Background: an optimization exercise with open tools, aiming at small area, a short achievable clock period and few clock cycles per item. Do not read the settings as production practice. Where RTL was checked, it was by simulation tests only, not by an equivalence proof against the original. For runs 5 and 6, only the layout was checked, not whether the RTL still works. Power figures rest on the tool's default switching activity, not on a simulated workload.

File: design.v
module sampledec(received,clk,start,ctrl,corrected,decodedOp,nerr,done);
  input [14:0] received; input clk; input start; input ctrl;
  output [7:0] corrected; output [1:0] nerr; output [14:0] decodedOp; output done;
  reg done_q, ctrl_q;
  always @(posedge clk) begin ctrl_q <= ctrl; if (start) done_q <= 1'b1; end
  assign done = done_q;
  reg [14:0] r;
  wire rn0; bmux u_rn0(.s(start),.a(r[0]),.b(received[0]),.y(rn0));
  wire rn1; bmux u_rn1(.s(start),.a(r[1]),.b(received[1]),.y(rn1));
  wire rn2; bmux u_rn2(.s(start),.a(r[2]),.b(received[2]),.y(rn2));
  wire rn3; bmux u_rn3(.s(start),.a(r[3]),.b(received[3]),.y(rn3));
  wire rn4; bmux u_rn4(.s(start),.a(r[4]),.b(received[4]),.y(rn4));
  wire rn5; bmux u_rn5(.s(start),.a(r[5]),.b(received[5]),.y(rn5));
  wire rn6; bmux u_rn6(.s(start),.a(r[6]),.b(received[6]),.y(rn6));
  wire rn7; bmux u_rn7(.s(start),.a(r[7]),.b(received[7]),.y(rn7));
  wire rn8; bmux u_rn8(.s(start),.a(r[8]),.b(received[8]),.y(rn8));
  wire rn9; bmux u_rn9(.s(start),.a(r[9]),.b(received[9]),.y(rn9));
  wire rn10; bmux u_rn10(.s(start),.a(r[10]),.b(received[10]),.y(rn10));
  wire rn11; bmux u_rn11(.s(start),.a(r[11]),.b(received[11]),.y(rn11));
  wire rn12; bmux u_rn12(.s(start),.a(r[12]),.b(received[12]),.y(rn12));
  wire rn13; bmux u_rn13(.s(start),.a(r[13]),.b(received[13]),.y(rn13));
  wire rn14; bmux u_rn14(.s(start),.a(r[14]),.b(received[14]),.y(rn14));
  wire [14:0] rn = {rn14, rn13, rn12, rn11, rn10, rn9, rn8, rn7, rn6, rn5, rn4, rn3, rn2, rn1, rn0};
  wire t_1; bx2 u_t_1(.a(rn[3]),.b(rn[10]),.y(t_1));
  wire t_2; bx2 u_t_2(.a(rn[7]),.b(rn[9]),.y(t_2));
  wire t_3; bx2 u_t_3(.a(t_1),.b(t_2),.y(t_3));
  wire t_4; bx2 u_t_4(.a(rn[2]),.b(rn[13]),.y(t_4));
  wire t_5; bx2 u_t_5(.a(rn[4]),.b(rn[5]),.y(t_5));
  wire t_6; bx2 u_t_6(.a(t_4),.b(t_5),.y(t_6));
  wire x1; bx2 u_x1(.a(t_3),.b(t_6),.y(x1));
  wire t_7; bx2 u_t_7(.a(rn[2]),.b(rn[14]),.y(t_7));
  wire t_8; bx2 u_t_8(.a(rn[9]),.b(rn[11]),.y(t_8));
  wire t_9; bx2 u_t_9(.a(t_7),.b(t_8),.y(t_9));
  wire t_10; bx2 u_t_10(.a(rn[6]),.b(rn[13]),.y(t_10));
  wire t_11; bx2 u_t_11(.a(rn[7]),.b(rn[8]),.y(t_11));
  wire t_12; bx2 u_t_12(.a(t_10),.b(t_11),.y(t_12));
  wire x5; bx2 u_x5(.a(t_9),.b(t_12),.y(x5));
  wire t_13; bx2 u_t_13(.a(rn[0]),.b(rn[13]),.y(t_13));
  wire t_14; bx2 u_t_14(.a(rn[1]),.b(rn[9]),.y(t_14));
  wire t_15; bx2 u_t_15(.a(t_13),.b(t_14),.y(t_15));
  wire t_16; bx2 u_t_16(.a(rn[4]),.b(rn[8]),.y(t_16));
  wire t_17; bx2 u_t_17(.a(rn[10]),.b(rn[11]),.y(t_17));
  wire t_18; bx2 u_t_18(.a(t_16),.b(t_17),.y(t_18));
  wire x7; bx2 u_x7(.a(t_15),.b(t_18),.y(x7));
  wire t_19; bx2 u_t_19(.a(rn[1]),.b(rn[5]),.y(t_19));
  wire t_20; bx2 u_t_20(.a(rn[10]),.b(rn[12]),.y(t_20));
  wire t_21; bx2 u_t_21(.a(t_19),.b(t_20),.y(t_21));
  wire x8; bx2 u_x8(.a(t_21),.b(t_9),.y(x8));
  wire t_22; bx2 u_t_22(.a(t_1),.b(t_5),.y(t_22));
  wire lm6; bx2 u_lm6(.a(t_12),.b(t_22),.y(lm6));
  wire lm7 = t_6;
  wire lm8 = t_18;
  wire t_23; bx2 u_t_23(.a(t_13),.b(t_16),.y(t_23));
  wire lm9; bx2 u_lm9(.a(t_21),.b(t_23),.y(lm9));
  wire t_24; bx2 u_t_24(.a(t_19),.b(t_11),.y(t_24));
  wire lm10 = t_24;
  wire x2; bx2 u_x2(.a(x1),.b(x5),.y(x2));
  wire x14; bx2 u_x14(.a(x1),.b(x7),.y(x14));
  wire x10; bx2 u_x10(.a(x1),.b(x8),.y(x10));
  wire x13; bx2 u_x13(.a(x5),.b(x7),.y(x13));
  wire x4; bx2 u_x4(.a(x5),.b(x8),.y(x4));
  wire x11; bx2 u_x11(.a(x7),.b(x8),.y(x11));
  wire s1z = ~(x1 | x5 | x7 | x8);
  wire s3z = ~(lm6 | lm7 | lm8 | lm9);
  wire zz = s1z & s3z;
  wire cn0 = ~(x5 | x10);
  wire cn1 = ~(x1 | x11);
  wire cn2 = ~(x2 | x7);
  wire cn3 = ~(x8 | x13);
  wire cn4 = ~(x4 | x14);
  wire sz0 = (x1 | zz);
  wire sz1 = (x4 | zz);
  wire sz2 = (x2 | zz);
  wire t_25; bxn2 u_t_25(.a(lm6),.b(cn0),.y(t_25));
  wire t_26; bx2 u_t_26(.a(lm7),.b(cn1),.y(t_26));
  wire t_27; bx2 u_t_27(.a(lm8),.b(cn2),.y(t_27));
  wire t_28; bxn2 u_t_28(.a(lm9),.b(cn3),.y(t_28));
  wire t_29; bx2 u_t_29(.a(lm10),.b(cn4),.y(t_29));
  reg [10:0] sq;
  always @(posedge clk) begin r <= rn; sq <= {t_29, t_28, t_27, t_26, t_25, x11, x7, x14, sz2, sz1, sz0}; end
  wire fn0; bxn2 u_fn0(.a(sq[2]),.b(sq[6]),.y(fn0));
  wire fn1; bx2 u_fn1(.a(sq[5]),.b(sq[7]),.y(fn1));
  wire fn2; bx2 u_fn2(.a(sq[4]),.b(sq[8]),.y(fn2));
  wire fn3; bxn2 u_fn3(.a(sq[5]),.b(sq[9]),.y(fn3));
  wire fn4; bx2 u_fn4(.a(sq[3]),.b(sq[10]),.y(fn4));
  wire fn5; bxn2 u_fn5(.a(sq[1]),.b(sq[6]),.y(fn5));
  wire fn7; bx2 u_fn7(.a(sq[2]),.b(sq[8]),.y(fn7));
  wire fn8; bxn2 u_fn8(.a(sq[1]),.b(sq[9]),.y(fn8));
  wire fn10; bxn2 u_fn10(.a(sq[0]),.b(sq[6]),.y(fn10));
  wire fn11; bx2 u_fn11(.a(sq[0]),.b(sq[7]),.y(fn11));
  wire fn13; bxn2 u_fn13(.a(sq[4]),.b(sq[9]),.y(fn13));
  wire fn14; bx2 u_fn14(.a(sq[1]),.b(sq[10]),.y(fn14));
  wire nfl0; bnand4 u_nfl0(.a(fn8),.b(fn4),.c(fn2),.d(fn1),.y(nfl0));
  wire nfl1; bnand4 u_nfl1(.a(sq[10]),.b(fn5),.c(fn3),.d(fn2),.y(nfl1));
  wire nfl2; bnand4 u_nfl2(.a(fn10),.b(sq[7]),.c(fn4),.d(fn3),.y(nfl2));
  wire nfl3; bnand4 u_nfl3(.a(fn11),.b(fn7),.c(fn5),.d(fn4),.y(nfl3));
  wire nfl4; bnand4 u_nfl4(.a(sq[8]),.b(fn8),.c(sq[7]),.d(fn5),.y(nfl4));
  wire nfl5; bnand4 u_nfl5(.a(fn13),.b(sq[10]),.c(fn7),.d(sq[7]),.y(nfl5));
  wire nfl6; bnand4 u_nfl6(.a(fn14),.b(fn10),.c(fn8),.d(fn7),.y(nfl6));
  wire nfl7; bnand4 u_nfl7(.a(fn0),.b(fn11),.c(sq[10]),.d(fn8),.y(nfl7));
  wire nfl8; bnand4 u_nfl8(.a(fn1),.b(sq[8]),.c(fn10),.d(sq[10]),.y(nfl8));
  wire nfl9; bnand4 u_nfl9(.a(fn2),.b(fn13),.c(fn11),.d(fn10),.y(nfl9));
  wire nfl10; bnand4 u_nfl10(.a(fn3),.b(fn14),.c(sq[8]),.d(fn11),.y(nfl10));
  wire nfl11; bnand4 u_nfl11(.a(fn4),.b(fn0),.c(fn13),.d(sq[8]),.y(nfl11));
  wire nfl12; bnand4 u_nfl12(.a(fn5),.b(fn1),.c(fn14),.d(fn13),.y(nfl12));
  wire nfl13; bnand4 u_nfl13(.a(sq[7]),.b(fn2),.c(fn0),.d(fn14),.y(nfl13));
  wire nfl14; bnand4 u_nfl14(.a(fn7),.b(fn3),.c(fn1),.d(fn0),.y(nfl14));
  wire d0; bxn2 u_d0(.a(r[0]),.b(nfl0),.y(d0));
  wire d1; bxn2 u_d1(.a(r[1]),.b(nfl1),.y(d1));
  wire d2; bxn2 u_d2(.a(r[2]),.b(nfl2),.y(d2));
  wire d3; bxn2 u_d3(.a(r[3]),.b(nfl3),.y(d3));
  wire d4; bxn2 u_d4(.a(r[4]),.b(nfl4),.y(d4));
  wire d5; bxn2 u_d5(.a(r[5]),.b(nfl5),.y(d5));
  wire d6; bxn2 u_d6(.a(r[6]),.b(nfl6),.y(d6));
  wire d7; bxn2 u_d7(.a(r[7]),.b(nfl7),.y(d7));
  wire d8; bxn2 u_d8(.a(r[8]),.b(nfl8),.y(d8));
  wire d9; bxn2 u_d9(.a(r[9]),.b(nfl9),.y(d9));
  wire d10; bxn2 u_d10(.a(r[10]),.b(nfl10),.y(d10));
  wire d11; bxn2 u_d11(.a(r[11]),.b(nfl11),.y(d11));
  wire d12; bxn2 u_d12(.a(r[12]),.b(nfl12),.y(d12));
  wire d13; bxn2 u_d13(.a(r[13]),.b(nfl13),.y(d13));
  wire d14; bxn2 u_d14(.a(r[14]),.b(nfl14),.y(d14));
  assign decodedOp = {d14, d13, d12, d11, d10, d9, d8, d7, d6, d5, d4, d3, d2, d1, d0};
  wire t_30; bx2 u_t_30(.a(sq[4]),.b(sq[5]),.y(t_30));
  wire ty0; bx2 u_ty0(.a(t_30),.b(sq[6]),.y(ty0));
  wire t_31; bx2 u_t_31(.a(sq[0]),.b(sq[5]),.y(t_31));
  wire ty1; bxn2 u_ty1(.a(t_31),.b(sq[7]),.y(ty1));
  wire t_32; bx2 u_t_32(.a(sq[2]),.b(sq[4]),.y(t_32));
  wire ty2; bxn2 u_ty2(.a(t_32),.b(sq[8]),.y(ty2));
  wire t_33; bx2 u_t_33(.a(sq[0]),.b(sq[2]),.y(t_33));
  wire ty3; bx2 u_ty3(.a(t_33),.b(sq[9]),.y(ty3));
  wire n0; bnor4 u_n0(.a(ty0),.b(ty1),.c(ty2),.d(ty3),.y(n0));
  wire n1; bn1 u_n1(.nf({nfl14, nfl13, nfl12, nfl11, nfl10, nfl9, nfl8, nfl7, nfl6, nfl5, nfl4, nfl3, nfl2, nfl1, nfl0}),.n0(n0),.y(n1));
  assign nerr = {n1, n0};
  wire con0; bmuxi u_con0(.s(ctrl_q),.a(d0),.b(d7),.y(con0)); wire co0 = ~con0;
  wire con1; bmuxi u_con1(.s(ctrl_q),.a(d1),.b(d8),.y(con1)); wire co1 = ~con1;
  wire con2; bmuxi u_con2(.s(ctrl_q),.a(d2),.b(d9),.y(con2)); wire co2 = ~con2;
  wire con3; bmuxi u_con3(.s(ctrl_q),.a(d3),.b(d10),.y(con3)); wire co3 = ~con3;
  wire con4; bmuxi u_con4(.s(ctrl_q),.a(d4),.b(d11),.y(con4)); wire co4 = ~con4;
  wire con5; bmuxi u_con5(.s(ctrl_q),.a(d5),.b(d12),.y(con5)); wire co5 = ~con5;
  wire con6; bmuxi u_con6(.s(ctrl_q),.a(d6),.b(d13),.y(con6)); wire co6 = ~con6;
  assign corrected = {decodedOp[14] & ctrl_q, co6, co5, co4, co3, co2, co1, co0};
endmodule
module bx2(input a, input b, output y); assign y = a ^ b; endmodule
module bnor4(input a, input b, input c, input d, output y); assign y = ~(a|b|c|d); endmodule
module bmux(input s, input a, input b, output y); assign y = s ? b : a; endmodule
module bmuxi(input s, input a, input b, output y); assign y = ~(s ? b : a); endmodule
module bn1(input [14:0] nf, input n0, output y); assign y = ~(&nf) & ~n0; endmodule
module bxn2(input a, input b, output y); assign y = ~(a ^ b); endmodule
module bnand4(input a, input b, input c, input d, output y); assign y = ~(a&b&c&d); endmodule
File: flow/run.sh
#!/bin/bash
# The standard layout (standard.sh) with: every port buffered by one fixed cell type,
# a few cells sized by hand after placement resizing (flow/upsize.tcl),
# power recovery (downsizing of non-critical cells) after global routing,
# and a clock tree built from clkbuf_8. The flow's full output goes to standard.log here.
export BUFFER_PORTS_ARGS="-buffer_cell sky130_fd_sc_hd__buf_1"
export RECOVER_POWER=100
export START_BUF_CELL=sky130_fd_sc_hd__buf_8
export XOR_MIN_FANOUT=${XOR_MIN_FANOUT:-5}
export POST_RESIZE_TCL="$(pwd)/flow/upsize.tcl"
export CTS_ARGS="-sink_clustering_enable -repair_clock_nets -sink_buffer_max_cap_derate 1.0 -dont_use_dummy_load -buf_list sky130_fd_sc_hd__clkbuf_8 -root_buf sky130_fd_sc_hd__clkbuf_8"
bash standard.sh > standard.log 2>&1
File: flow/upsize.tcl
# Gate sizing by hand after placement resizing:
#  - the start port's buffer (start selects the hold multiplexer of every stored bit)
#    becomes $::env(START_BUF_CELL);
#  - every xor2_1 / xnor2_1 that drives $::env(XOR_MIN_FANOUT) or more pins becomes the _2 cell.
set up {}
foreach pin [get_pins -of_objects [get_nets start]] {
  if { [get_property $pin direction] == "input" } {
    set inst [get_cells -of_objects $pin]
    puts "upsize: [get_full_name $inst] (start port buffer) -> $::env(START_BUF_CELL)"
    replace_cell $inst $::env(START_BUF_CELL)
    lappend up $inst
  }
}
foreach inst [get_cells *] {
  set m [get_property [get_lib_cells -of_objects $inst] name]
  if { $m != "sky130_fd_sc_hd__xor2_1" && $m != "sky130_fd_sc_hd__xnor2_1" } { continue }
  foreach pin [get_pins -of_objects $inst] {
    if { [get_property $pin direction] != "output" } { continue }
    set n [llength [get_pins -of_objects [get_nets -of_objects $pin]]]
    if { $n - 1 >= $::env(XOR_MIN_FANOUT) } {
      set to [string map {_1 _2} $m]
      puts "upsize: [get_full_name $inst] fanout [expr {$n - 1}] -> $to"
      replace_cell $inst $to
      lappend up $inst
    }
  }
}
# connect the new cells' supply pins as the platform's pdn.tcl connects every cell's
add_global_connection -net {VDD} -inst_pattern {.*} -pin_pattern {VPWR}
add_global_connection -net {VDD} -inst_pattern {.*} -pin_pattern {VPB}
add_global_connection -net {VSS} -inst_pattern {.*} -pin_pattern {VGND}
add_global_connection -net {VSS} -inst_pattern {.*} -pin_pattern {VNB}
global_connect
# keep power recovery from shrinking them again
foreach inst $up { set_dont_touch $inst }
File: standard.sh
#!/bin/bash
# synth_recipe.tcl (not shown) runs the flow's synth.tcl, then flattens the netlist and writes it again
# the make line also repeats each setting of config.mk as NAME=value (left out here)
make -C /OpenROAD-flow-scripts/flow DESIGN_CONFIG=/design/flow/config.mk WORK_HOME=/design/flow/orfs CLKGATE_MAP_FILE= SYNTH_SCRIPT=/design/flow/synth_recipe.tcl "${@:-finish}"
File: config.mk
export PLATFORM = sky130hd
export DESIGN_NAME = sampledec
export DESIGN_NICKNAME = sampledec
export VERILOG_FILES = /design/flow/design.v
export SDC_FILE = /design/flow/constraint.sdc
export NUM_CORES = 4
export LEC_CHECK = 0
export CAP_MARGIN = 20
export CORE_MARGIN = 2
export CORE_UTILIZATION = 40
export SLEW_MARGIN = 20
export SYNTH_HIERARCHICAL = 1
File: constraint.sdc
create_clock -name core_clock -period 7.0 [get_ports {clk}]
set_input_delay 1.4000 -clock core_clock [delete_from_list [all_inputs] [get_ports {clk}]]
set_output_delay 1.4000 -clock core_clock [all_outputs]
set_load 0.01 [all_outputs]
==> metrics.yaml, run 1 <==
synth_cells: 191
rows: 25
tool.error: "[ERROR STA-2201] get_property -object_type must be specified with object name argument."
io_pins: 44
io_buffers: 42
synth.avg_cell_area_um2: 10.1
outcome: "aborted with a tool error"
place_congestion: 0.956
yosysWarnings: 7
die_h_um: 73.4
syn_nets: 209
initial_core_util_pct: 41.1
ys_seq_area_share_pct: 28.1
haltStage: "placement repair (3_4_place_resized)"
synth_cell_types: 16
fp.dieW_um: 73.4
syn_area_mm2: 0.00193
synth_seq_cells: 27
Yosys stat by module (local to each module, per instance):
module / times used / flip-flops and latches
sampledec: 1 / 27
bnand4: 15 / 0
bxn2: 25 / 0
bmux: 15 / 0
bn1: 1 / 0
bmuxi: 7 / 0
bx2: 51 / 0
bnor4: 1 / 0
synthesized netlist by cell type:
master / instances / area share (%)
o41a_1: 1 / 0.58
nand3_1: 1 / 0.26
mux2i_1: 7 / 3.6
o21bai_1: 3 / 1.2
nor2_1: 5 / 0.97
buf_4: 25 / 9.7
nand4_1: 18 / 5.8
conb_1: 1 / 0.19
dfxtp_1: 27 / 28
or4_1: 2 / 0.78
inv_1: 8 / 1.6
xor2_1: 51 / 23
mux2_4: 15 / 12
xnor2_1: 25 / 11
nor4_2: 1 / 0.65
and2_1: 1 / 0.32
metrics by stage:
step | cells | power (mW) | hold WS (ns) | cell area, µm²
floorplan | 191 | 0.943 | 0.500 | 1930
global placement | 262 | 0.988 | 0.539 | 1960
power by group through the flow:
stage	clock, mW	combinational [mW]	sequential (mW)
after floorplan	0	0.683	0.260
after global placement	0	0.709	0.279
cell families after synthesis:
logic type | after synthesis | synth area share (%)
xor+xnor | 76 | 34.5
buf+inv | 33 | 11.3
simple gates | 28 | 8.83
flops | 27 | 28.1
mux | 22 | 15.3
compound gates | 4 | 1.75
other cells | 1 | 0.195
worst min path at each step:
stage / start / end / slack, ns / cells after the start
2_1_floorplan: r[0]$_DFF_P_ / r[0]$_DFF_P_ / 0.50 / 1
3_3_place_gp: r[14]$_DFF_P_ / r[14]$_DFF_P_ / 0.54 / 1
Testbench counts, summed over its fixed seeds: cycles 4,000, items 4,000.
==> run 2, diff against run 1 <==
--- a/flow/upsize.tcl
+++ b/flow/upsize.tcl
@@ -14,3 +14,3 @@
 foreach inst [get_cells *] {
-  set m [get_property [get_lib_cells -of_objects $inst] name]
+  set m [get_property $inst ref_name]
   if { $m != "sky130_fd_sc_hd__xor2_1" && $m != "sky130_fd_sc_hd__xnor2_1" } { continue }
==> run 2 against run 1 <==
Net effect:
- the run now finishes clean
- synthesized cell count did not move
- area after synthesis stayed put
==> metrics.yaml, run 2 <==
outcome: "timing/DRC/antenna clean"
period_minus_slack_ns: 3.32
syn_nets: 209  # unchanged
fin_skew_ns: 0.00433
cts_root_buffer: "clkbuf_8"
synth_top_area_share_pct: 28.1  # unchanged
yosysWarnings: 7  # unchanged
place_congestion: 0.956  # unchanged
synth-simple-area-share_pct: 8.83  # unchanged
gr-usage-all-layers_pct: 13.9
die_h_um: 73.4  # unchanged
reg2reg_depth: 6
top_register: "r"
drive_gt1_share_pct: 3.79
synth_xor_area_share_pct: 34.5  # unchanged
wl_per_cell_um: 14.0
drt_iter0_drc: 66
dp.cells: 262
synth.area.mux_share_pct: 15.3  # unchanged
cap_violations: 0
reg2reg_to: "sq[1]$_DFF_P_"
worstSetupPathType: "in -> reg"
grt_pass1_vias: 1211
critPathMaxStageDelay_ns: 0.59
cts_sinks: 27
critical_path_buf_inv_count: 1
numCtsBuffers: 3
rows: 25  # unchanged
cp_common_cell: "xor2_1"
cp.depth: 7
synth_common_cells: "xor2_1 (51), dfxtp_1 (27), buf_4 (25), xnor2_1 (25), nand4_1 (18)"
fin_crit_sh_pct: 47.5
finalNonFillerCells: 265
wl_met1_um: 1830
io_pins: 44  # unchanged
synth_compound_area_share_pct: 1.75  # unchanged
clock_latency_ns: 0.27
r2r_start: "r[5]$_DFF_P_"
synth_seq_cells: 27  # unchanged
grt_pass1_wl_um: 5650
synth_cell_types: 16  # unchanged
fp.dieW_um: 73.4  # unchanged
final_common_cell: "xor2_1"
p_per_area_mw_per_mm2: 536
setup_viol: 0
synth-edff-count: 0  # unchanged
preCtsSetupSlack_ns: 3.39
end_kind: "register"
ir_drop_uv: 164
fin_nets: 231
ant_nets: 0
num_antenna_cells: 0
arrival_ns: 3.53
wl_met3_um: 179
htreeDepth: 1
firstDrtPassIters: 4
leakage_nw: 0.785
yosysMostFrequentCell: "xor2_1"
critPathCapture: "sq[1]$_DFF_P_"
ctsResizeCount: 0
synth_top_family_by_area: "XOR/XNOR gates"
cts_setup_buffers: 0
fmax_mhz: 301
synthAdderAreaFrac_pct: 0  # unchanged
tns_ns: 0
grt_max_degree: 16
synth_async_sr_flop_share_pct: 0  # unchanged
vias: 1291
maxSlewViolCount: 0
hp-class: "reg -> reg"
crit_family: "XOR/XNOR gates"
grt_overflow: 0
synth.avg_cell_area_um2: 10.1  # unchanged
antenna_found_initial: 0
cp.required_ns: 7.21
synth_ff_type: "dfxtp_1"
wirelength_um: 3700
vias_per_cell: 4.87
top_layer_used: "met4"
rsz0062_at_grt: "false"
crit_slowest_cell: "or4_1"
place_hpwl_um: 3140
rrSetupSlack_ns: 4.62
synth_top_area_cell: "dfxtp_1"
timing.final.ws_setup_ns: 3.68
syn_area_mm2: 0.00193  # unchanged
initial_core_util_pct: 41.1  # unchanged
hold_violations: 0
largest_register_ffs: 15
io_buffers: 42  # unchanged
cp_max_fo: 15
synth_cells: 191  # unchanged
hold_buffers: 0
drc: 0
ys_seq_area_share_pct: 28.1  # unchanged
crit_chain: "buf_8, mux2_1, xor2_1, xor2_1, xor2_2, or4_1, o21bai_1"
startpoint: "start"
area_delta_synth_final_pct: 2.99
clkTransAtPathRegs_ns: 0.09
detailroute.wirelength.met2_um: 1610
final_cell_mix: "xor2_1 (47), buf_1 (41), dfxtp_1 (27)"
synth.area.top_cells: "dfxtp_1 (28%), xor2_1 (23%), mux2_4 (12%)"
clockBufferDepth: 2
largestRegisters: "r x15, sq x11, ctrl_q x1"
dieArea_mm2: 0.00539
core_area_mm2: 0.00469
start_kind: "primary input"
tritoncts: "yes"
[run 2: layer usage]
| layer | track usage [%] | vias to the layer above |
|---|---|---|
| met2 | 21.1 | 52 |
| met1 | 19.8 | 576 |
| met4 | 6.06 | 0 |
| li1 | - | 654 |
| met5 | 0 | - |
| met3 | 1.78 | 9 |
[run 2: cell type report]
| cell class | instances | area (µm²) |
|---|---|---|
| Sequential cell | 27 | 541 |
| Fill cell | 489 | 2710 |
| Multi-Input combinational cell | 131 | 1140 |
| Tap cell | 54 | 67.6 |
| Timing Repair Buffer | 42 | 169 |
| Clock buffer | 3 | 41.3 |
| Inverter | 8 | 30.0 |
[run 2: power by group]
part / total, mW / switching, mW / internal [mW]
Sequential: 0.275 / 0.0695 / 0.205
Combinational: 0.704 / 0.411 / 0.293
Clock: 0.0843 / 0.0456 / 0.0387
[run 2: cell families (layout without fill, tap and decap cells)]
group / after synthesis / after routing
XOR/XNOR: 76 / 76
buffers and inverters: 33 / 53
AND/OR/NAND/NOR: 28 / 28
flip-flops: 27 / 27
multiplexers: 22 / 22
AO/OA/AOI/OAI: 4 / 4
other: 1 / 1
[run 2: worst min path at each step]
stage / end / startpoint / slack (ns) / cells after the start
after floorplan: r[0]$_DFF_P_ / r[0]$_DFF_P_ / 0.50 / 1
after global placement: r[14]$_DFF_P_ / r[14]$_DFF_P_ / 0.54 / 1
after detailed placement: r[14]$_DFF_P_ / r[14]$_DFF_P_ / 0.54 / 1
after CTS: r[14]$_DFF_P_ / r[14]$_DFF_P_ / 0.56 / 1
after global routing: r[14]$_DFF_P_ / r[14]$_DFF_P_ / 0.59 / 1
final: r[14]$_DFF_P_ / r[14]$_DFF_P_ / 0.57 / 1
[run 2: per-module statistics from Yosys, one instance, submodules excluded, excerpt]
module	copies in the design	flops+latches
bmuxi	7	0
bn1	1	0
bnand4	15	0
bnor4	1	0
bxn2	25	0
sampledec	1	27
[run 2: per-stage QoR]
step / area [µm²] / hold slack (ns) / total power, mW / util, %
floorplan: 1930 / 0.500 / 0.943 / -
global placement: 1960 / 0.539 / 0.988 / 41.9
detailed placement: 2010 / 0.537 / 0.998 / 42.7
CTS: 2050 / 0.561 / 1.08 / 43.6
global route: 1980 / 0.594 / 1.15 / 42.3
finish: 1980 / 0.568 / 1.06 / 42.3
[run 2: worst reg2reg max path: stages (launching register included)]
cell,delay (ns)
dfxtp_1,0.36
mux2_1,0.35
xor2_1,0.27
xor2_1,0.38
xor2_2,0.21
or4_1,0.59
o21bai_1,0.15
==> run 3, diff against run 2 <==
--- a/flow/run.sh
+++ b/flow/run.sh
@@ -8,3 +8,3 @@
 export START_BUF_CELL=sky130_fd_sc_hd__buf_8
-export XOR_MIN_FANOUT=${XOR_MIN_FANOUT:-5}
+export XOR_MIN_FANOUT=${XOR_MIN_FANOUT:-6}
 export POST_RESIZE_TCL="$(pwd)/flow/upsize.tcl"
==> run 3 against run 2 <==
Net effect:
- critical path depth stayed put
- worst setup slack worse by 0.051 ns
- first-iteration DRC count is 17% higher
- routed wire length is 1.2% higher
- count of clock-buffer cells in the layout stayed put
- design area is 0.76% lower
- die area stayed put
- still clean on timing, DRC and antenna
- synthesized cell count stayed put
- final cell count stayed put
==> metrics.yaml, run 3 <==
io_buffers: 42  # unchanged
period_minus_slack_ns: 3.37  # +0.0512 ns
yosysWarnings: 7  # unchanged
hold_buffers: 0  # unchanged
clockBufferDepth: 2  # unchanged
synth_top_family_by_area: "XOR/XNOR gates"
synth_async_sr_flop_share_pct: 0  # unchanged
syn_area_mm2: 0.00193  # unchanged
wirelength_um: 3740  # +1.2%
vias_per_cell: 4.96  # +1.9%
synth-simple-area-share_pct: 8.83  # unchanged
grt_overflow: 0  # unchanged
synth-edff-count: 0  # unchanged
antenna_found_initial: 0  # unchanged
synth.avg_cell_area_um2: 10.1  # unchanged
clkTransAtPathRegs_ns: 0.09  # about the same
initial_core_util_pct: 41.1  # unchanged
core_area_mm2: 0.00469  # unchanged
grt_pass1_wl_um: 5840  # +3.3%
largestRegisters: "r x15, sq x11, ctrl_q x1"
gr-usage-all-layers_pct: 14.4  # +0.47 points
rows: 25  # unchanged
preCtsSetupSlack_ns: 3.37  # -0.0251 ns
tns_ns: 0  # unchanged
synth_top_area_cell: "dfxtp_1"
end_kind: "register"
yosysMostFrequentCell: "xor2_1"
place_hpwl_um: 3160  # +0.69%
tritoncts: "yes"
setup_viol: 0  # unchanged
wl_per_cell_um: 14.1  # +1.2%
grt_pass1_vias: 1239  # +2.3%
critPathMaxStageDelay_ns: 0.59  # about the same
syn_nets: 209  # unchanged
vias: 1315  # +1.9%
drt_iter0_drc: 77  # +17%
cts_root_buffer: "clkbuf_8"
hold_violations: 0  # unchanged
numCtsBuffers: 3  # unchanged
synth.area.mux_share_pct: 15.3  # unchanged
num_antenna_cells: 0  # unchanged
synthAdderAreaFrac_pct: 0  # unchanged
ir_drop_uv: 172  # +5.2%
timing.final.ws_setup_ns: 3.63  # -0.0512 ns
synth.area.top_cells: "dfxtp_1 (28%), xor2_1 (23%), mux2_4 (12%)"
synth_common_cells: "xor2_1 (51), dfxtp_1 (27), buf_4 (25), xnor2_1 (25), nand4_1 (18)"
start_kind: "primary input"
cp_max_fo: 15  # unchanged
synth_cells: 191  # unchanged
synth_seq_cells: 27  # unchanged
grt_max_degree: 16  # unchanged
finalNonFillerCells: 265  # unchanged
htreeDepth: 1  # unchanged
drive_gt1_share_pct: 2.84  # -0.95 points
cap_violations: 0  # unchanged
final_common_cell: "xor2_1"
power.total_mw: 1.06  # -0.33%
arrival_ns: 3.58  # +0.05 ns
fin_skew_ns: 0.00580  # +0.00147 ns
place_congestion: 0.956  # unchanged
drc: 0  # unchanged
crit_chain: "buf_8, mux2_1, xor2_1, xor2_1, xor2_2, or4_1, o21bai_1"
synth_top_area_share_pct: 28.1  # unchanged
fp.dieW_um: 73.4  # unchanged
io_pins: 44  # unchanged
cp.required_ns: 7.20  # about the same
synth_cell_types: 16  # unchanged
cts_sinks: 27  # unchanged
ctsResizeCount: 0  # unchanged
fin_crit_sh_pct: 48.2  # +0.73 points
outcome: "timing/DRC/antenna clean"
ys_seq_area_share_pct: 28.1  # unchanged
leakage_nw: 0.782  # -0.34%
die_h_um: 73.4  # unchanged
synth_ff_type: "dfxtp_1"
dieArea_mm2: 0.00539  # unchanged
maxSlewViolCount: 0  # unchanged
crit_slowest_cell: "or4_1"
synth_compound_area_share_pct: 1.75  # unchanged
p_per_area_mw_per_mm2: 538  # +0.43%
rsz0062_at_grt: "false"
final_cell_mix: "xor2_1 (49), buf_1 (41), dfxtp_1 (27)"
area_delta_synth_final_pct: 2.21
ant_nets: 0  # unchanged
fmax_mhz: 296  # -1.5%
synth_xor_area_share_pct: 34.5  # unchanged
firstDrtPassIters: 4  # unchanged
fin_nets: 231  # unchanged
largest_register_ffs: 15  # unchanged
worstSetupPathType: "in -> reg"
hp-class: "reg -> reg"
cts_setup_buffers: 0  # unchanged
clock_latency_ns: 0.27  # about the same
fin_util_pct: 42.0  # -0.32 points
top_register: "r"
cp_common_cell: "xor2_1"
dp.cells: 262  # unchanged
[run 3: Yosys stat by module, one instance, submodules excluded]
module     times used  cells  area [µm²]
bxn2               25      1        8.76
bnand4             15      1        6.26
bx2                51      1        8.76
bmux               15      1        15.0
sampledec           1     71         821
bn1                 1      6        38.8
bmuxi               7      1        10.0
bnor4               1      1        12.5
[run 3: report_power, final]
| part | switching [mW] | internal (mW) | total [mW] |
|---|---|---|---|
| logic | 0.411 | 0.290 | 0.702 |
| clock network | 0.0446 | 0.0386 | 0.0832 |
| registers | 0.0692 | 0.205 | 0.275 |
[run 3: cell families (layout without fill, tap and decap cells)]
| family | count (synthesis) | after routing |
|---|---|---|
| compound gates | 4 | 4 |
| mux | 22 | 22 |
| simple gates | 28 | 28 |
| buf+inv | 33 | 53 |
| flops | 27 | 27 |
| xor+xnor | 76 | 76 |
| other cells | 1 | 1 |
[run 3: cell type report]
| type | instances | area, µm² |
|---|---|---|
| fill | 486 | 2720 |
| multi-input combinational | 131 | 1120 |
| sequential | 27 | 541 |
| timing repair buffer | 42 | 169 |
| tap | 54 | 67.6 |
| clock buffer | 3 | 41.3 |
| inverter | 8 | 30.0 |
[run 3: worst paths after layout]
check | slack [ns] | end | from | cells after the start
setup / recovery | 3.63 | sq[2]$_DFF_P_ | start | 7
hold / removal | 0.56 | r[14]$_DFF_P_ | r[14]$_DFF_P_ | 1
setup reg to reg | 4.58 | sq[2]$_DFF_P_ | r[5]$_DFF_P_ | 6
hold reg to reg | 0.56 | r[14]$_DFF_P_ | r[14]$_DFF_P_ | 1
[run 3: metrics by stage]
step	cell area [µm²]	hold slack (ns)
3_5_place_dp	1990	0.533
2_1_floorplan	1930	0.500
5_1_grt	1970	0.585
6_report	1970	0.562
3_3_place_gp	1960	0.539
4_1_cts	2030	0.556
[run 3: routing by layer]
layer / GRT usage [%] / part of all wire, %
met4: 5.66 / 1.7
met2: 22.0 / 44
met1: 20.6 / 49
met5: 0 / 0
met3: 1.78 / 4.8
[run 3: critical path, delay by kind of cell]
family                 cells  cell delay (ns)
AO/OA/AOI/OAI              1             0.17
AND/OR/NAND/NOR            1             0.59
XOR/XNOR                   3             0.88
buffers and inverters      1             0.13
multiplexers               1             0.38
==> run 4, diff against run 3 <==
--- a/flow/run.sh
+++ b/flow/run.sh
@@ -8,3 +8,3 @@
 export START_BUF_CELL=sky130_fd_sc_hd__buf_8
-export XOR_MIN_FANOUT=${XOR_MIN_FANOUT:-6}
+export XOR_MIN_FANOUT=${XOR_MIN_FANOUT:-4}
 export POST_RESIZE_TCL="$(pwd)/flow/upsize.tcl"
==> run 4 against run 3 <==
Net effect:
- total power increased by 5.4%
- combinational power increased by 5.1%
- clock skew down 0.0023 ns
- first-iteration DRC count fell by 26%
- maximum frequency increased by 0.13%
- die area did not move
- still clean on timing, DRC and antenna
- register-to-register slack about the same
- clock power decreased by 3.1%
- global-route usage rose by 0.20 points
- largest power group unchanged
- area after synthesis unchanged
- final cell count did not move
- flip-flop and latch count did not move
==> metrics.yaml, run 4 <==
cp_max_fo: 15  # unchanged
ant_nets: 0  # unchanged
fmax_mhz: 297  # +0.13%
finalNonFillerCells: 265  # unchanged
p_int_mw: 0.567  # +6.2%
synth_ff_type: "dfxtp_1"
synth_compound_area_share_pct: 1.75  # unchanged
leakage_nw: 0.827  # +5.7%
p_per_area_mw_per_mm2: 538  # about the same
seq_area_um2: 541  # unchanged
synth_xor_area_share_pct: 34.5  # unchanged
detailroute.wirelength.met2_um: 1770  # +7.1%
wirelength_um: 3790  # +1.3%
die_h_um: 73.4  # unchanged
dieArea_mm2: 0.00539  # unchanged
place_area_mm2: 0.00210  # +5.3%
synth_top_family_by_area: "XOR/XNOR gates"
maxSlewViolCount: 0  # unchanged
tritoncts: "yes"
ir_drop_uv: 174  # +0.68%
drc: 0  # unchanged
syn_area_mm2: 0.00193  # unchanged
synthAdderAreaFrac_pct: 0  # unchanged
largestRegisters: "r x15, sq x11, ctrl_q x1"
synth.avg_cell_area_um2: 10.1  # unchanged
io_buffers: 42  # unchanged
place_congestion: 0.956  # unchanged
drt_iter0_drc: 57  # -26%
period_minus_slack_ns: 3.37  # -0.00426 ns
synth_cell_types: 16  # unchanged
ctsResizeCount: 0  # unchanged
num_antenna_cells: 0  # unchanged
core_area_mm2: 0.00469  # unchanged
synth_top_area_cell: "dfxtp_1"
final_cell_area_mm2: 0.00207  # +5.3%
setup_viol: 0  # unchanged
multi_input_area_mm2: 0.00123  # +9.4%
end_kind: "register"
synth.area.mux_share_pct: 15.3  # unchanged
htreeDepth: 1  # unchanged
synth_seq_cells: 27  # unchanged
antenna_found_initial: 0  # unchanged
grt_pass1_wl_um: 5980  # +2.5%
gr-usage-all-layers_pct: 14.6  # +0.20 points
seq_power_share_pct: 26.7  # +0.8 points
place_hpwl_um: 3230  # +2.1%
clock_latency_ns: 0.26  # about the same
grt_pass1_vias: 1217  # -1.8%
final_cell_mix: "xor2_1 (41), buf_1 (41), dfxtp_1 (27)"
arrival_ns: 3.56  # -0.02 ns
start_kind: "primary input"
power.total_mw: 1.12  # +5.4%
outcome: "timing/DRC/antenna clean"
numCtsBuffers: 3  # unchanged
rows: 25  # unchanged
firstDrtPassIters: 4  # unchanged
top_layer_used: "met4"
largest_register_ffs: 15  # unchanged
fin_skew_ns: 0.00351  # -0.00229 ns
switchingPower_mw: 0.550  # +4.7%
cap_violations: 0  # unchanged
synth-simple-area-share_pct: 8.83  # unchanged
area_delta_synth_final_pct: 7.66
yosysWarnings: 7  # unchanged
vias: 1298  # -1.3%
clkTransAtPathRegs_ns: 0.08  # about the same
yosysMostFrequentCell: "xor2_1"
vias_per_cell: 4.90  # -1.3%
hp-class: "reg -> reg"
cts_sinks: 27  # unchanged
top_register: "r"
worstSetupPathType: "in -> reg"
hold_buffers: 0  # unchanged
p_sw_share_pct: 49.2  # -0.35 points
fin_nets: 231  # unchanged
synth_async_sr_flop_share_pct: 0  # unchanged
dp.cells: 262  # unchanged
wl_met1_um: 1850  # +0.27%
cts_setup_buffers: 0  # unchanged
synth_common_cells: "xor2_1 (51), dfxtp_1 (27), buf_4 (25), xnor2_1 (25), nand4_1 (18)"
p_clk_share_pct: 7.2  # -0.7 points
drive_gt1_share_pct: 9.48  # +6.6 points
cp.required_ns: 7.19  # about the same
synth_cells: 191  # unchanged
synth.area.top_cells: "dfxtp_1 (28%), xor2_1 (23%), mux2_4 (12%)"
wl_met3_um: 150  # -16%
clockBufferDepth: 2  # unchanged
fp.dieW_um: 73.4  # unchanged
syn_nets: 209  # unchanged
synth_top_area_share_pct: 28.1  # unchanged
wl_per_cell_um: 14.3  # +1.3%
rrSetupSlack_ns: 4.59  # about the same
grt_max_degree: 16  # unchanged
grt_overflow: 0  # unchanged
n_fill_cell: 475  # -2.3%
ys_seq_area_share_pct: 28.1  # unchanged
tns_ns: 0  # unchanged
initial_core_util_pct: 41.1  # unchanged
p_comb_share_pct: 66.1  # about the same
hold_violations: 0  # unchanged
synth-edff-count: 0  # unchanged
rsz0062_at_grt: "false"
cts_root_buffer: "clkbuf_8"
hold_slack_ns: 0.570  # +0.00793 ns
fin_crit_sh_pct: 48.2  # -0.061 points
io_pins: 44  # unchanged
run 4: cell counts after synthesis:
No cell type changed its count.
run 4: worst max-delay path: stages:
cell and delay [ns]:
buf_8 0.14, mux2_1 0.39, xor2_1 0.27, xor2_1 0.38, xor2_2 0.21, or4_1 0.60
o21bai_1 0.17
run 4: layout make-up:
class	count	area share (%)
clock buffer	3	1.99
inverter	8	1.45
multi-input combinational	131	59.1
sequential	27	26.1
tap	54	3.26
timing repair buffer	42	8.14
run 4: through the flow:
stage / util, % / setup slack [ns]
finish: 44.2 / 3.63
global route: 44.2 / 3.49
CTS: 45.5 / 3.64
detailed placement: 44.7 / 3.36
global placement: 41.9 / 2.67
floorplan: - / 3.84
run 4: layer usage:
layer | up-vias | global-route usage (%)
li1 | 654 | -
met1 | 603 | 21.2
met2 | 39 | 23.4
met3 | 2 | 1.65
met4 | 0 | 3.03
met5 | - | 0
run 4: cell families after synthesis:
| family | count (synthesis) |
|---|---|
| flops | 27 |
| buf+inv | 33 |
| simple gates | 28 |
| mux | 22 |
| other cells | 1 |
| xor+xnor | 76 |
| compound gates | 4 |
run 4: path summary, 6_finish.rpt:
path,start,cells past startpoint,to
setup / recovery,start,7,sq[2]$_DFF_P_
hold / removal,r[14]$_DFF_P_,1,r[14]$_DFF_P_
setup reg to reg,r[5]$_DFF_P_,6,sq[2]$_DFF_P_
hold reg to reg,r[14]$_DFF_P_,1,r[14]$_DFF_P_
run 4: Yosys stat by module, one instance, submodules excluded, excerpt:
module | area [µm²] | times used | cells | flip-flops and latches
bnor4 | 12.5 | 1 | 1 | 0
sampledec | 821 | 1 | 71 | 27
bxn2 | 8.76 | 25 | 1 | 0
bn1 | 38.8 | 1 | 6 | 0
bx2 | 8.76 | 51 | 1 | 0
bmux | 15.0 | 15 | 1 | 0
run 4: power by group through the flow:
stage / sequential (mW) / clock [mW] / combinational (mW)
floorplan: 0.260 / 0 / 0.683
global placement: 0.279 / 0 / 0.709
detailed placement: 0.304 / 0 / 0.753
CTS: 0.300 / 0.0832 / 0.756
global route: 0.307 / 0.0894 / 0.819
finish: 0.298 / 0.0806 / 0.738
==> run 5, diff against run 4 <==
--- a/design.v
+++ b/design.v
@@ -62,5 +62,4 @@
   wire x11; bx2 u_x11(.a(x7),.b(x8),.y(x11));
-  wire s1z = ~(x1 | x5 | x7 | x8);
-  wire s3z = ~(lm6 | lm7 | lm8 | lm9);
-  wire zz = s1z & s3z;
+  wire s1z; bnor4 u_s1z(.a(x1),.b(x5),.c(x7),.d(x8),.y(s1z));
+  wire s3z; bnor4 u_s3z(.a(lm6),.b(lm7),.c(lm8),.d(lm9),.y(s3z));
   wire cn0 = ~(x5 | x10);
@@ -70,5 +69,5 @@
   wire cn4 = ~(x4 | x14);
-  wire sz0 = (x1 | zz);
-  wire sz1 = (x4 | zz);
-  wire sz2 = (x2 | zz);
+  wire sz0; ba21o u_sz0(.a1(s1z),.a2(s3z),.b1(x1),.x(sz0));
+  wire sz1; ba21o u_sz1(.a1(s1z),.a2(s3z),.b1(x4),.x(sz1));
+  wire sz2; ba21o u_sz2(.a1(s1z),.a2(s3z),.b1(x2),.x(sz2));
   wire t_25; bxn2 u_t_25(.a(lm6),.b(cn0),.y(t_25));
@@ -145,2 +144,3 @@
 module bnor4(input a, input b, input c, input d, output y); assign y = ~(a|b|c|d); endmodule
+module ba21o(input a1, input a2, input b1, output x); assign x = (a1 & a2) | b1; endmodule
 module bmux(input s, input a, input b, output y); assign y = s ? b : a; endmodule
--- a/flow/run.sh
+++ b/flow/run.sh
@@ -8,3 +8,3 @@
 export START_BUF_CELL=sky130_fd_sc_hd__buf_8
-export XOR_MIN_FANOUT=${XOR_MIN_FANOUT:-4}
+export XOR_MIN_FANOUT=${XOR_MIN_FANOUT:-5}
 export POST_RESIZE_TCL="$(pwd)/flow/upsize.tcl"
==> run 5 against run 4 <==
Net effect:
- global-route usage fell by 0.40 points
- worst hold slack gained 0.0060 ns
- flip-flop and latch count did not move
- worst setup slack better by 0.063 ns
- synthesized cell count stayed put
- non-clock buffer count unchanged
- design area shrank 4.2%
- sequential power down 8.1%
- critical endpoint is now corrected[6]
- highest routed layer unchanged
==> metrics.yaml, run 5 <==
outcome: "timing/DRC/antenna clean"
cap_violations: 0  # unchanged
wl_per_cell_um: 13.8  # -3.4%
grt_use_met3_pct: 2.61  # +0.96 points
syn_nets: 209  # unchanged
ant_nets: 0  # unchanged
fin_skew_ns: 0.00626  # +0.00275 ns
vias: 1277  # -1.6%
fp.dieW_um: 73.6  # +0.25%
switchingPower_mw: 0.532  # -3.2%
p_int_mw: 0.537  # -5.3%
min_from: "r[6]$_DFF_P_"
vias_per_cell: 4.82  # -1.6%
drt_iter0_drc: 101  # +77%
p_comb_share_pct: 66.8  # +0.7 points
grt_use_met2_pct: 22.7  # -0.71 points
yosysWarnings: 7  # unchanged
synth_common_cells: "xor2_1 (51), dfxtp_1 (27), buf_4 (25), xnor2_1 (25), nand4_1 (18)"
seq_power_share_pct: 25.6  # -1.1 points
setup_viol: 0  # unchanged
final_cell_mix: "xor2_1 (47), buf_1 (41), dfxtp_1 (27)"
rows: 25  # unchanged
final_common_cell: "xor2_1"
top_register: "r"
io_buffers: 42  # unchanged
synth_top_area_share_pct: 27.9  # -0.14 points
grt_overflow: 0  # unchanged
grt_pass1_wl_um: 5870  # -2.0%
reg2reg_to: "sq[2]$_DFF_P_"
power.total_mw: 1.07  # -4.3%
hold_buffers: 0  # unchanged
rrSetupSlack_ns: 4.65  # +0.06 ns
ctsResizeCount: 0  # unchanged
drive_gt1_share_pct: 4.27  # -5.2 points
synth_cells: 191  # unchanged
arrival_ns: 1.91  # -1.65 ns
drc: 0  # unchanged
tns_ns: 0  # unchanged
p_clk_share_pct: 7.6  # +0.4 points
gr-max-usage-layer: "met2"
reg2reg_depth: 6  # unchanged
synth.area.top_cells: "dfxtp_1 (28%), xor2_1 (23%), mux2_4 (12%)"
syn_area_mm2: 0.00194  # +0.52%
start_kind: "register"
fin_crit_sh_pct: 47.3  # -0.89 points
ir_drop_uv: 171  # -1.6%
synth_cell_types: 15  # -1
cts_sinks: 27  # unchanged
leakage_nw: 0.801  # -3.1%
p_per_area_mw_per_mm2: 538  # -0.15%
synth_top_area_cell: "dfxtp_1"
end_kind: "primary output"
hold_violations: 0  # unchanged
clockBufferDepth: 2  # unchanged
antenna_found_initial: 0  # unchanged
hold-path-cell-count: 1  # unchanged
clock_latency_ns: 0.26  # about the same
die_h_um: 73.6  # +0.25%
rsz0062_at_grt: "false"
synth_seq_cells: 27  # unchanged
core_area_mm2: 0.00469  # unchanged
use_met1_pct: 19.4  # -1.8 points
grt_pass1_vias: 1232  # +1.2%
cts_setup_buffers: 0  # unchanged
synth_ff_type: "dfxtp_1"
hp-class: "reg -> reg"
cp.required_ns: 5.60  # -1.59 ns
r2r_start: "r[5]$_DFF_P_"
gr-usage-all-layers_pct: 14.2  # -0.40 points
p_sw_share_pct: 49.8  # +0.55 points
wirelength_um: 3660  # -3.4%
maxSlewViolCount: 0  # unchanged
area_delta_synth_final_pct: 2.65
ys_seq_area_share_pct: 27.9  # -0.14 points
firstDrtPassIters: 4  # unchanged
synth-edff-count: 0  # unchanged
htreeDepth: 1  # unchanged
fmax_mhz: 302  # +1.9%
synth.avg_cell_area_um2: 10.1  # +0.52%
largestRegisters: "r x15, sq x11, ctrl_q x1"
place_congestion: 0.891  # -6.8%
fin_nets: 231  # unchanged
dieArea_mm2: 0.00541  # +0.49%
num_antenna_cells: 0  # unchanged
yosysMostFrequentCell: "xor2_1"
io_pins: 44  # unchanged
grt_max_degree: 16  # unchanged
tritoncts: "yes"
cp_max_fo: 7  # -8
period_minus_slack_ns: 3.31  # -0.0625 ns
place_hpwl_um: 3110  # -3.5%
worstSetupPathType: "reg -> out"
numCtsBuffers: 3  # unchanged
synth_async_sr_flop_share_pct: 0  # unchanged
clkTransAtPathRegs_ns: 0.09  # about the same
initial_core_util_pct: 41.3  # +0.21 points
holdPathEnd: "r[6]$_DFF_P_"
cts_root_buffer: "clkbuf_8"
largest_register_ffs: 15  # unchanged
==> run 5: changes by cell type after synthesis <==
cell | previous run | this run
o21bai_1 | 3 | 0
or4_1 | 2 | 0
a21o_1 | 0 | 3
nor4_2 | 1 | 3
==> run 5: final cells by class <==
cell class	instances	area (µm²)
Sequential cell	27	541
Multi-Input combinational cell	131	1140
Inverter	8	30.0
Fill cell	481	2700
Clock buffer	3	41.3
Tap cell	54	67.6
Timing Repair Buffer	42	169
==> run 5: kinds of logic after synthesis <==
family | Yosys count | share of synthesized area, %
AOI/OAI and AO/OA | 4 | 1.74
xor gates and xnor gates | 76 | 34.4
buffers and inverters | 33 | 11.2
DFF | 27 | 27.9
muxes | 22 | 15.2
other | 1 | 0.194
and+or+nand+nor | 28 | 9.30
==> run 5: how the worst max path moves through the flow <==
| stage | start | end | slack (ns) | depth (start not counted) |
|---|---|---|---|---|
| after global routing | start | sq[0]$_DFF_P_ | 3.51 | 7 |
| after floorplan | start | sq[8]$_DFF_P_ | 3.72 | 7 |
| after detailed placement | start | sq[8]$_DFF_P_ | 3.43 | 8 |
| after global placement | start | sq[8]$_DFF_P_ | 2.66 | 8 |
| final | sq[8]$_DFF_P_ | corrected[6] | 3.69 | 6 |
| after CTS | start | sq[7]$_DFF_P_ | 3.71 | 8 |
==> run 5: power groups by stage <==
stage               registers [mW]  logic, mW  clock network [mW]
global placement             0.279      0.723                   0
detailed placement           0.278      0.734                   0
global route                 0.282      0.797              0.0894
finish                       0.274      0.714              0.0812
CTS                          0.274      0.740              0.0840
floorplan                    0.260      0.693                   0
==> run 5: routing by layer <==
layer,up-vias,share of wire (%)
met4,0,1.1
li1,657,-
met3,8,6.2
met1,563,48
met2,49,44
met5,-,0
==> run 5: critical path: stages, from the launching register on <==
cell	delay (ns)
dfxtp_1	0.51
xor2_1	0.35
nand4_1	0.22
xnor2_1	0.25
mux2i_1	0.10
inv_1	0.06
buf_1	0.15
==> run 5: stage by stage <==
stage	cell area, µm²	std cells	hold slack (ns)	setup WS, ns	utilization, %
after CTS	2060	265	0.576	3.71	43.8
after floorplan	1940	191	0.500	3.72	-
after global routing	1990	265	0.609	3.51	42.4
after detailed placement	2020	262	0.552	3.43	43.0
final	1990	265	0.576	3.69	42.4
after global placement	1970	262	0.560	2.66	42.1
==> run 5: per-module statistics from Yosys, one instance, submodules excluded <==
module / cell area (µm²) / cells inside
bmuxi: 10.0 / 1
bnand4: 6.26 / 1
bnor4: 12.5 / 1
sampledec: 783 / 66
ba21o: 7.51 / 1
bmux: 15.0 / 1
bn1: 38.8 / 6
bxn2: 8.76 / 1
bx2: 8.76 / 1
==> run 6, diff against run 5 <==
--- a/flow/upsize.tcl
+++ b/flow/upsize.tcl
@@ -14,3 +14,3 @@
 foreach inst [get_cells *] {
-  set m [get_property $inst ref_name]
+  set m [get_property [get_lib_cells -of_objects $inst] name]
   if { $m != "sky130_fd_sc_hd__xor2_1" && $m != "sky130_fd_sc_hd__xnor2_1" } { continue }
==> run 6 against run 5 <==
Net effect:
- the run now fails in placement repair (3_4_place_resized)
- area after synthesis unchanged
- synthesized cell count unchanged
==> metrics.yaml, run 6 <==
tool.error: "[ERROR STA-2201] get_property -object_type must be specified with object name argument."
synth_ff_type: "dfxtp_1"
outcome: "aborted with a tool error"
place_congestion: 0.891  # unchanged
synth.area.top_cells: "dfxtp_1 (28%), xor2_1 (23%), mux2_4 (12%)"
synth-edff-count: 0  # unchanged
synth_cells: 191  # unchanged
io_pins: 44  # unchanged
die_h_um: 73.6  # unchanged
rows: 25  # unchanged
initial_core_util_pct: 41.3  # unchanged
io_buffers: 42  # unchanged
synth_seq_cells: 27  # unchanged
syn_area_mm2: 0.00194  # unchanged
synth_top_area_cell: "dfxtp_1"
fp.dieW_um: 73.6  # unchanged
ys_seq_area_share_pct: 27.9  # unchanged
yosysMostFrequentCell: "xor2_1"
synth_top_area_share_pct: 27.9  # unchanged
yosysWarnings: 7  # unchanged
synth_cell_types: 15  # unchanged
synth_common_cells: "xor2_1 (51), dfxtp_1 (27), buf_4 (25), xnor2_1 (25), nand4_1 (18)"
syn_nets: 209  # unchanged
synth.avg_cell_area_um2: 10.1  # unchanged
synth_async_sr_flop_share_pct: 0  # unchanged
haltStage: "placement repair (3_4_place_resized)"
[run 6: cell counts after synthesis]
Identical to the previous run, type by type.
[run 6: how the worst max path moves through the flow]
stage,start,end,slack [ns]
after floorplan,start,sq[8]$_DFF_P_,3.72
after global placement,start,sq[8]$_DFF_P_,2.66
[run 6: power by group through the flow]
stage | Combinational (mW) | Sequential [mW] | Clock [mW]
floorplan | 0.693 | 0.260 | 0
global placement | 0.723 | 0.279 | 0
[run 6: per-module statistics from Yosys (local to each module, per instance)]
module	cell area, µm²	flip-flops and latches	cells	copies in the design
bmuxi	10.0	0	1	7
bxn2	8.76	0	1	25
bx2	8.76	0	1	51
ba21o	7.51	0	1	3
bnor4	12.5	0	1	3
bmux	15.0	0	1	15
bn1	38.8	0	6	1
sampledec	783	27	66	1
bnand4	6.26	0	1	15
[run 6: logic make-up after synthesis]
family          Yosys count  share of synthesized area, %
simple gates             28                          9.30
flops                    27                          27.9
other cells               1                         0.194
buf+inv                  33                          11.2
xor+xnor                 76                          34.4
mux                      22                          15.2
compound gates            4                          1.74
[run 6: per-stage QoR]
step | instance area, µm² | power [mW]
3_3_place_gp | 1970 | 1.00
2_1_floorplan | 1940 | 0.953

static timing again, ports no longer ideal:
Ports are ideal in the flow. The routed layouts listed here were re-timed in OpenROAD. Step 1 assumes that a clkbuf_16 drives the clock port and a buf_2 every other input. Step 2, shift: input delay + t, output delay - t, t = (earliest + latest rising clock arrival at the registers) / 2. This alone moves slack from input paths to output paths. Slacks: ideal / step 1 / step 2; pairs: ideal / step 1.
run	t, ns	slack for setup (ns)	cell pins on the clock port's net
run 2	0.294	3.676 / 3.651 / 3.356	1
run 3	0.291	3.625 / 3.599 / 3.308	1
run 4	0.282	3.629 / 3.604 / 3.322	1
run 5	0.282	3.692 / 3.666 / 3.384	1
After both steps every run listed still meets setup and hold. The setup slack of run 2, which loses most, moves by -0.025 ns with the drivers and by -0.320 ns with both steps.
